This is an optimization exercise on Yosys and OpenROAD, whose aim is small area, not a production implementation.
The RTL was checked by simulation tests, not by an equivalence proof against the original design.
Power figures rest on the tool's default switching activity, not on a simulated workload.

===== design/flow/constraint.sdc =====
create_clock -name core_clock -period 12.0 [get_ports {clk}]
set_input_delay 2.4000 -clock core_clock [delete_from_list [all_inputs] [get_ports {clk}]]
set_output_delay 2.4000 -clock core_clock [all_outputs]
set_load 0.01 [all_outputs]

===== design/flow/config.mk =====
export PLATFORM = sky130hd
export DESIGN_NAME = vgalab1
export DESIGN_NICKNAME = vgalab1
export VERILOG_FILES = /design/flow/design.v
export SDC_FILE = /design/flow/constraint.sdc
export NUM_CORES = 4
export LEC_CHECK = 0
export CAP_MARGIN = 20
export CORE_MARGIN = 2
export CORE_UTILIZATION = 40
export SLEW_MARGIN = 20

===== design/flow/design.v =====
module vgalab1(
  input clk,             
  input rst_n,           
  input key_jump_n,      
  input key_restart_n,   
  input sw_gray,         
  output [0:6] HEX0, HEX1,   
  output VGA_HS,
  output VGA_VS,
  output VGA_BLANK,
  output [9:0] VGA_R,
  output [9:0] VGA_G,
  output [9:0] VGA_B
);
wire [9:0] x, y;
wire [2:0] idx;
wire [9:0] gray;
wire video_on;
vga_sync u1(.clk(clk), .rst_n(rst_n), .h(x), .v(y), .hs(VGA_HS), .vs(VGA_VS));
background background(.clk(clk), .rst_n(rst_n), .jump(key_jump_n), .restart(key_restart_n),
  .x(x), .y(y), .idx(idx), .gray(gray), .video_on(video_on), .HEX0(HEX0), .HEX1(HEX1));
assign VGA_BLANK = VGA_HS & VGA_VS;
assign VGA_R = !video_on ? 10'h000 : sw_gray ? gray : {10{idx[0]}};
assign VGA_G = !video_on ? 10'h000 : sw_gray ? gray : {10{idx[1]}};
assign VGA_B = !video_on ? 10'h000 : sw_gray ? gray : {10{idx[2]}};
endmodule
module background(
	input clk, input rst_n, input jump, input restart,
	input [9:0] x, input [9:0] y,
	output reg [2:0] idx, output [9:0] gray, output video_on,
	output [0:6] HEX0, output [0:6] HEX1);
function automatic ge(input [10:0] a, input [10:0] b);
	integer i; reg r;
	begin
		r = 1'b1;
		for (i = 0; i < 11; i = i + 1) r = (a[i] ^ b[i]) ? a[i] : r;
		ge = r;
	end
endfunction
function automatic [10:0] sub(input [10:0] a, input [10:0] b);
	integer i; reg c; reg p;
	begin
		c = 1'b1;
		for (i = 0; i < 11; i = i + 1) begin
			p = a[i] ^ ~b[i];
			sub[i] = p ^ c;
			c = (a[i] & ~b[i]) | (c & p);
		end
	end
endfunction
function automatic [10:0] add(input [10:0] a, input [10:0] b);
	integer i; reg c; reg p;
	begin
		c = 1'b0;
		for (i = 0; i < 11; i = i + 1) begin
			p = a[i] ^ b[i];
			add[i] = p ^ c;
			c = (a[i] & b[i]) | (c & p);
		end
	end
endfunction
function automatic inr(input [10:0] v, input [10:0] lo, input [10:0] hi);
	inr = !v[10] && ge(v, lo) && ge(hi, v);
endfunction
function automatic [5:0] div15(input [8:0] n);
	reg [5:0] t; reg [1:0] k;
	begin
		t = add({6'd0, n[8:4]}, {7'd0, n[3:0]});
		k = ge(t, 45) ? 2'd3 : ge(t, 30) ? 2'd2 : ge(t, 15) ? 2'd1 : 2'd0;
		div15 = add({6'd0, n[8:4]}, {9'd0, k});
	end
endfunction
wire [10:0] X = {1'b0, x};
wire [10:0] Y = {1'b0, y};
assign video_on = !ge(X, 640) && !ge(Y, 480);
wire [5:0] gy = div15(y[8:0]);
wire [5:0] xa = sub({5'd0, x[9:4]}, 11'd5);
wire [5:0] gx = div15({xa[4:0], x[3:0]});
assign gray = (!ge(X, 80) || ge(X, 561)) ? 10'd0 : ({gy[4:0], 5'd0} | {4'd0, gx});
wire tt = (x == 10'd199) || (x == 10'd399) || (x == 10'd599) || (x == 10'd799);
reg [1:0] lc;  
always @(posedge clk or negedge rst_n)
	if (!rst_n) lc <= 2'd0;
	else if (x == 10'd799) lc <= {lc[0], !lc[0] && !lc[1]};
wire mt = (lc == 2'd1 && x == 10'd399) || (lc == 2'd2 && x == 10'd799);
reg [9:0] s1, s2, s3;
reg [3:0] f1, f2, f3;  
always @(posedge clk or negedge rst_n)
	if (!rst_n) begin
		s1 <= 10'd120; s2 <= 10'd330; s3 <= 10'd544;
		f1 <= 4'hf; f2 <= 4'hf; f3 <= 4'hf;
	end else if (tt) begin
		s1 <= (s1 == 10'd0) ? 10'd641 : sub(s1, 1);
		s2 <= (s2 == 10'd0) ? 10'd641 : sub(s2, 1);
		s3 <= (s3 == 10'd0) ? 10'd641 : sub(s3, 1);
		if (s1 == 10'd0) f1 <= {f1[0] ^ f1[1], f1[3:1]};
		if (s2 == 10'd0) f2 <= {f2[0] ^ f2[1], f2[3:1]};
		if (s3 == 10'd0) f3 <= {f3[0] ^ f3[1], f3[3:1]};
	end
function [8:0] ht1(input [3:0] f);
	case (f)
	0: ht1 = 300; 1: ht1 = 220; 2: ht1 = 170; 3: ht1 = 290;
	4: ht1 = 250; 5: ht1 = 180; 6: ht1 = 390; 7: ht1 = 340;
	8: ht1 = 305; 9: ht1 = 150; 10: ht1 = 400; 11: ht1 = 222;
	12: ht1 = 333; 13: ht1 = 166; 14: ht1 = 276; default: ht1 = 199;
	endcase
endfunction
function [8:0] ht2(input [3:0] f);
	case (f)
	0: ht2 = 199; 1: ht2 = 222; 2: ht2 = 170; 3: ht2 = 250;
	4: ht2 = 150; 5: ht2 = 400; 6: ht2 = 305; 7: ht2 = 166;
	8: ht2 = 180; 9: ht2 = 340; 10: ht2 = 290; 11: ht2 = 300;
	12: ht2 = 390; 13: ht2 = 220; 14: ht2 = 276; default: ht2 = 333;
	endcase
endfunction
function [8:0] ht3(input [3:0] f);
	case (f)
	0: ht3 = 191; 1: ht3 = 400; 2: ht3 = 273; 3: ht3 = 244;
	4: ht3 = 390; 5: ht3 = 320; 6: ht3 = 178; 7: ht3 = 166;
	8: ht3 = 180; 9: ht3 = 200; 10: ht3 = 290; 11: ht3 = 390;
	12: ht3 = 222; 13: ht3 = 292; 14: ht3 = 311; default: ht3 = 340;
	endcase
endfunction
wire [10:0] H1 = {2'd0, ht1(f1)};
wire [10:0] H2 = {2'd0, ht2(f2)};
wire [10:0] H3 = {2'd0, ht3(f3)};
wire n1 = !ge({1'b0, s1}, 561);
wire n2 = !ge({1'b0, s2}, 561);
wire n3 = !ge({1'b0, s3}, 557);
reg [8:0] m;
reg [9:0] mxo;
reg hit, dis1, dis2, dis3;
reg [3:0] sf, ss;
wire [10:0] M = {2'd0, m};
wire [10:0] MX = {1'b0, mxo};
wire [10:0] d1 = sub(MX, {1'b0, s1});
wire [10:0] d2 = sub(MX, {1'b0, s2});
wire [10:0] d3 = sub(MX, {1'b0, s3});
wire col1 = n1 && inr(d1, 30, 80) && ge(M, H1);
wire col2 = n2 && inr(d2, 30, 80) && ge(M, H2);
wire col3 = n3 && inr(d3, 30, 84) && ge(M, H3);
wire mlow = !ge(M, 81);
wire mhigh = ge(M, 400);
wire brA = !jump && !hit;
wire brB = !brA && !restart;
wire brC = !brA && restart && mlow;
wire brD = !brA && restart && !mlow && mhigh;
wire brE = !brA && restart && !mlow && !mhigh && (col1 || col2 || col3);
reg [8:0] mn;
always @* begin
	if (brA) mn = !ge(M, 10) ? m : sub(M, 10);
	else if (brB) mn = 9'd85;
	else if (brC) mn = 9'd80;
	else if (brD) mn = 9'd400;
	else if (brE) mn = m;
	else mn = add(M, 5);
end
wire [10:0] MN60 = add({2'd0, mn}, 60);
wire ben = !hit && !brE;
wire b1 = ben && !dis1 && n1 && inr(d1, 50, 60) && ge(MN60, H1);
wire b2 = ben && !dis2 && n2 && inr(d2, 50, 60) && ge(MN60, H2);
wire b3 = ben && !dis3 && n3 && inr(d3, 50, 64) && ge(MN60, H3);
wire c1 = !n1 && !ge({1'b0, s1}, 566);
wire c2 = !n2 && !ge({1'b0, s2}, 566);
wire c3 = !n3 && !ge({1'b0, s3}, 562);
wire bany = b1 || b2 || b3;
wire sf10 = sf == 4'd10;
always @(posedge clk or negedge rst_n)
	if (!rst_n) begin
		m <= 9'd85;
		mxo <= 10'd335;
		hit <= 1'b0;
		dis1 <= 1'b0; dis2 <= 1'b0; dis3 <= 1'b0;
		sf <= 4'd0; ss <= 4'd0;
	end else if (mt) begin
		m <= mn;
		if (brB) mxo <= 10'd335;
		else if (brE) mxo <= col1 ? s1 : col2 ? s2 : s3;
		if (brB) hit <= 1'b0;
		else if (brC || brD || brE) hit <= 1'b1;
		dis1 <= b1 ? 1'b1 : c1 ? 1'b0 : dis1;
		dis2 <= b2 ? 1'b1 : c2 ? 1'b0 : dis2;
		dis3 <= b3 ? 1'b1 : c3 ? 1'b0 : dis3;
		if (bany) begin
			sf <= sf10 ? 4'd0 : add(sf, 1);
			if (sf10) ss <= add(ss, 1);
		end else if (brB) begin
			sf <= 4'd0; ss <= 4'd0;
		end
	end
BCD DisplayScoreFirst(sf, HEX0);
BCD DisplayScoreSecond(ss, HEX1);
wire [10:0] ex1 = sub(X, {1'b0, s1});
wire [10:0] ex2 = sub(X, {1'b0, s2});
wire [10:0] ex3 = sub(X, {1'b0, s3});
wire tx1 = n1 && inr(ex1, 0, 80);
wire tx2 = n2 && inr(ex2, 0, 80);
wire tx3 = n3 && inr(ex3, 0, 84);
wire bx1 = n1 ? inr(ex1, 20, 60) : (!ge({1'b0, s1}, 581) && inr(ex1, 19, 1023));
wire bx2 = n2 ? inr(ex2, 20, 60) : (!ge({1'b0, s2}, 581) && inr(ex2, 19, 1023));
wire bx3 = n3 ? inr(ex3, 20, 64) : (!ge({1'b0, s3}, 577) && inr(ex3, 19, 1023));
wire [10:0] ey1 = sub(Y, H1);
wire [10:0] ey2 = sub(Y, H2);
wire [10:0] ey3 = sub(Y, H3);
wire y400 = !ge(Y, 401);
wire ty1 = !ey1[10] && y400;
wire ty2 = !ey2[10] && y400;
wire ty3 = !ey3[10] && y400;
wire by1 = ey1[10] && ge(ey1, 11'h7ff - 59) && ge(11'h7ff - 29, ey1);
wire by2 = ey2[10] && ge(ey2, 11'h7ff - 59) && ge(11'h7ff - 29, ey2);
wire by3 = ey3[10] && ge(ey3, 11'h7ff - 59) && ge(11'h7ff - 29, ey3);
wire [10:0] mdx = sub(MX, X);
wire [10:0] mdy = sub(M, Y);
wire mon = ge(MX, 30) && inr(mdx, 0, 30) && ge(M, 30) && inr(mdy, 0, 30);
always @* begin
	idx = 3'd6;
	if (ge(Y, 400)) idx = 3'd2;
	if (!ge(Y, 51)) idx = 3'd4;
	else if (mon) idx = 3'd5;
	else if (bx1 && by1) idx = dis1 ? 3'd6 : 3'd3;
	else if (tx1 && ty1) idx = 3'd0;
	else if (bx2 && by2) idx = dis2 ? 3'd6 : 3'd3;
	else if (tx2 && ty2) idx = 3'd0;
	else if (bx3 && by3) idx = dis3 ? 3'd6 : 3'd3;
	else if (tx3 && ty3) idx = 3'd0;
	if (hit) begin
		if (ge(X, 30) && ge(610, X) && ge(Y, 50) && ge(450, Y)) idx = 3'd0;
		if (ge(X, 130) && ge(510, X) && ge(400, Y) && ge(Y, 100)) begin
			idx = 3'd7;
			if (ge(170, X) && ge(350, Y)) idx = 3'd0;
			if (ge(X, 240) && ge(410, X) && ge(Y, 200) && ge(250, Y)) idx = 3'd0;
			if (ge(X, 290) && ge(337, X) && ge(Y, 150) && ge(350, Y)) idx = 3'd0;
			if (ge(X, 460) && ge(350, Y)) idx = 3'd0;
		end
	end
end
endmodule
module BCD(m, Display0);
	input [3:0] m;
	output [0:6] Display0;
	assign Display0 [0:6] = (m[3:0] == 4'b0000) ? 7'b0000001:  
									(m[3:0] == 4'b0001) ? 7'b1001111:  
									(m[3:0] == 4'b0010) ? 7'b0010010:  
									(m[3:0] == 4'b0011) ? 7'b0000110:  
									(m[3:0] == 4'b0100) ? 7'b1001100:  
									(m[3:0] == 4'b0101) ? 7'b0100100:  
									(m[3:0] == 4'b0110) ? 7'b0100000:  
									(m[3:0] == 4'b0111) ? 7'b0001111:  
									(m[3:0] == 4'b1000) ? 7'b0000000: 7'b0000100;  
endmodule
module vga_sync(
   input clk,
   input rst_n,
   output reg [9:0] h,
   output reg [9:0] v,
   output reg hs,
   output reg vs
);
function automatic [9:0] inc10(input [9:0] a);
   integer i; reg c;
   begin
      c = 1'b1;
      for (i = 0; i < 10; i = i + 1) begin inc10[i] = a[i] ^ c; c = a[i] & c; end
   end
endfunction
function automatic ge10(input [9:0] a, input [9:0] b);
   integer i; reg r;
   begin
      r = 1'b1;
      for (i = 0; i < 10; i = i + 1) r = (a[i] ^ b[i]) ? a[i] : r;
      ge10 = r;
   end
endfunction
wire h_end = h == 10'd799;
wire v_end = v == 10'd524;
wire h_v = h == 10'd699;
always @(posedge clk or negedge rst_n)
   if (!rst_n) begin
      h <= 10'd0;
      hs <= 1'b0;
   end else begin
      h <= h_end ? 10'd0 : inc10(h);
      hs <= !(ge10(h, 10'd659) && ge10(10'd754, h));
   end
always @(posedge clk or negedge rst_n)
   if (!rst_n) begin
      v <= 10'd0;
      vs <= 1'b0;
   end else if (h_v) begin
      v <= v_end ? 10'd0 : inc10(v);
      vs <= !(v == 10'd493 || v == 10'd494);
   end
endmodule

===== design/flow/run.sh =====
#!/bin/bash
# synth_recipe.tcl (not shown) runs the flow's synth.tcl, then flattens the netlist and writes it again
# the make line also repeats each setting of config.mk as NAME=value (left out here)
make -C /OpenROAD-flow-scripts/flow DESIGN_CONFIG=/design/flow/config.mk WORK_HOME=/design/flow/orfs CLKGATE_MAP_FILE= SYNTH_SCRIPT=/design/flow/synth_recipe.tcl finish

==> notes.md <==
## sequential cells by signal (all words and copies together), names as in the netlist, 2 cells and up
name and cells:
background.s1 10, background.f3 4, background.f1 4, u1.h 10
background.ss 4, background.f2 4, background.lc 2, background.m 9
u1.v 10, background.mxo 10, background.s2 10, background.sf 4
background.s3 10
## worst max-delay path, cell delays in order (launching register included)
cell             delay [ns]
dfstp_2                0.62
inv_2                  0.07
ha_1                   0.38
nor2b_1                0.10
o21a_1                 0.25
ha_1                   0.24
fa_1                   0.41
inv_1                  0.08
fa_1                   0.16
inv_1                  0.05
fa_1                   0.45
fa_1                   0.46
fa_1                   0.46
fa_1                   0.46
fa_1                   0.46
fa_1                   0.43
ha_1                   0.30
nor4_1                 0.25
nand3b_1               0.11
a211o_1                0.30
mux2i_1                0.17
a31oi_1                0.11
nor2b_1                0.53
nor2_1                 0.11
clkdlybuf4s50_1        0.53
## metrics by stage
| step | utilization (%) | cells | hold slack, ns | power (W) |
|---|---|---|---|---|
| finish | 43.9 | 1909 | 0.511 | 0.000765 |
| global route | 43.9 | 1909 | 0.542 | 0.000792 |
| CTS | 43.9 | 1909 | 0.510 | 0.000770 |
| detailed placement | 42.9 | 1893 | 0.494 | 0.000421 |
| global placement | 42.9 | 1893 | 0.483 | 0.000421 |
| floorplan | - | 1496 | 0.481 | 0.000386 |
## path summary, 6_finish.rpt
kind	from	endpoint	slack, ns	cells after the start
worst min register to register	u1.vs	u1.vs	0.51	1
max in group asynchronous	rst_n	background.s1[8]	8.75	2
min in group asynchronous	rst_n	background.m[7]	2.03	1
worst min-delay path	u1.vs	u1.vs	0.51	1
worst max-delay path	background.f1[0]	VGA_B[6]	1.71	24
worst max register to register	background.mxo[0]	background.sf[2]	1.75	37
## power breakdown
part / internal [W] / switching, W
Sequential: 0.000330 / 0.00000548
Clock: 0.000188 / 0.000160
Combinational: 0.0000310 / 0.0000502
## final cells by class
cell class              count  share of cell area (%)
clock buffers               9                    1.64
well taps                 402                    3.66
repair buffers             63                    4.35
flip-flops and latches     97                    17.9
clock inverters             7                   0.791
multi-input cells        1165                    67.1
inverters                 166                    4.53
## kinds of logic after synthesis
group	count (synthesis)	share of synthesized area, %
buf+inv	234	7.43
fa+ha+maj	235	29.4
simple gates	522	20.6
mux	27	2.51
xor+xnor	8	0.555
compound gates	373	20.1
flops	97	19.5
## cells in the final DEF (no fill, tap or decap), types with 12 or more instances in the layout
cell type / synthesis / final
nand3_1: 25 / 25
nor4_1: 18 / 17
nor3_1: 39 / 39
dfstp_2: 32 / 32
o21ai_0: 109 / 109
clkdlybuf4s50_1: 0 / 50
o31ai_1: 14 / 14
dfrtp_1: 65 / 65
nor2b_1: 24 / 24
mux2_2: 14 / 14
a21oi_1: 61 / 61
ha_1: 129 / 129
inv_1: 162 / 162
o211ai_1: 18 / 18
and2_1: 12 / 12
nand2_1: 129 / 129
buf_4: 5 / 13
or3_1: 23 / 23
a31oi_1: 22 / 22
o2111ai_1: 13 / 13
nand2b_1: 17 / 17
nor2_1: 144 / 144
nand4_1: 30 / 30
fa_1: 103 / 103
## cell usage after synthesis, types with 12 or more instances
library cell / number / share of area [%]
nor3_1: 39 / 1.5
nand4_1: 30 / 1.5
nor2b_1: 24 / 1.2
nor4_1: 18 / 0.89
clkbuf_1: 50 / 1.5
and2_1: 12 / 0.59
a31oi_1: 22 / 1.1
inv_1: 162 / 4.8
ha_1: 129 / 13
o31ai_1: 14 / 0.83
nand2b_1: 17 / 0.84
nand3_1: 25 / 0.99
mux2_2: 14 / 1.2
dfrtp_1: 65 / 13
dfstp_2: 32 / 6.7
o2111ai_1: 13 / 0.90
nor2_1: 144 / 4.3
o21ai_0: 109 / 4.3
a21oi_1: 61 / 2.4
fa_1: 103 / 16
nand2_1: 129 / 3.8
or3_1: 23 / 1.1
o211ai_1: 18 / 1.1
## routing by layer
layer  track usage [%]  vias to the layer above
met5                 0                        -
met3              3.27                       63
met4              5.79                        0
met2              40.7                      366
li1                  -                     5315
met1              33.5                     5580
==> flow_metrics.tcl <==
set metrics [dict create \
    antenna_left 0 \
    routedWlPerCell_um 20.6 \
    seq_area_um2 2470 \
    grt_pass1_vias 10900 \
    postCtsSetupBuffers 0 \
    clk_latency_ns 0.38 \
    rows 65 \
    timing_hold_violations_final 0 \
    grt_max_degree 61 \
    setup-tns-final_ns 0 \
    ys_seq_elements 97 \
    synth_area_per_cell_um2 8.44 \
    worstPathMaxFanout 10 \
    synth_area_um2 12600 \
    grt_overflow_total 0 \
    port_buffers 51 \
    p_leak_nw 5.81 \
    ys.flop_type "dfrtp_1" \
    highest_layer "met4" \
    areaGrowthSynthToFinish_pct 8.93 \
    dr.pass1.iters 5 \
    ir_drop_v 0.0000850 \
    timing.slew.headroom_pct 41.5 \
    root_buffer "clkbuf_16" \
    hpwl_um 30100 \
    fin_crit_ns 10.29 \
    gp_congestion 0.957 \
    critical_path.endpoint_type "output port" \
    fp.dieArea_um2 33000 \
    seq_area_frac_synth_pct 19.5 \
    async_reset_ff_share_pct 100 \
    design_area_um2 13800 \
    maxCapViolCount 0 \
    ys.warnings.count 2 \
    cts_tree "yes" \
    wl_met2_um 18600 \
    cts.clk_slew.worst_paths_ns 0.09 \
    fmax_ghz 0.0972 \
    die_x_um 182 \
    synth_enable_flop_cells 0 \
    arrival_ns 7.89 \
    slew_viol_final 0 \
    vias_per_cell 5.93 \
    initial_core_util_pct 40.3 \
    num_io_pins 52 \
    num_vias 11300 \
    antennaDiodeCount 0 \
    drive_above_1_share_pct 7.50 \
    final.setup.worst_slack_ns 1.71 \
    rsz0062_at_grt "no" \
    post-place-ws_ns 1.94 \
    detailroute.wirelength.met3_um 2130 \
    fill_cells 3099 \
    yosysUniqueCellTypes 94 \
    core-area_um2 31300 \
    grt_usage_pct 24.3 \
    p_per_area_nw_per_um2 55.6 \
    synthCells 1496 \
    worst_pin_slew_ns 0.872 \
    totalWireLength_um 39300 \
    outcome "finished clean" \
    cts_buffers 9 \
    multi_input_comb_area_um2 9230 \
    post_cts_resized 0 \
    grt_pass1_wl_um 62900 \
    place_area_um2 13400 \
    cp-start-kind "flop" \
    cts_htree_levels 3 \
    worstSetupPathType "reg -> out" \
    fp.dieH_um 182 \
    antenna_found_initial 0 \
    fin_skew_ns 0.0152 \
    cp.required_ns 9.60 \
    clock-sinks 97 \
    drt-met1-wl_um 17700 \
    finalSetupViolCount 0 \
    syn_nets 1733 \
    drt_iter0_markers 968 \
    clk_path_buf_depth 2 \
    hold_path.class "reg -> reg" \
    drc_errors 0 \
    min_period_over_period_pct 85.7 \
    nets 1739 \
    cts_hold_buf 0 \
]

-- separate check: timing with driven ports --
Ports are ideal in the flow. The routed layout listed here was re-timed in OpenROAD.
Step 1 assumes that a clkbuf_16 drives the clock port and a buf_2 every other input.
Step 2 adds t to the input delays and takes it off the output delays; t is the mean of the earliest and latest rising clock arrival at the registers after step 1. Input paths then give back, and output paths get back, about the clock's delay inside the block.
Slacks: ideal ports / drivers / drivers and shift; pairs: ideal ports / drivers.
t, ns: 0.417
setup slack, ns: 1.712 / 1.666 / 1.754
worst setup path at the end: register to register
cell pins on the clock port's net: 1
After both steps this run still meets setup and hold. The setup slack of this run moves by -0.046 ns with the drivers and by +0.042 ns with both steps.
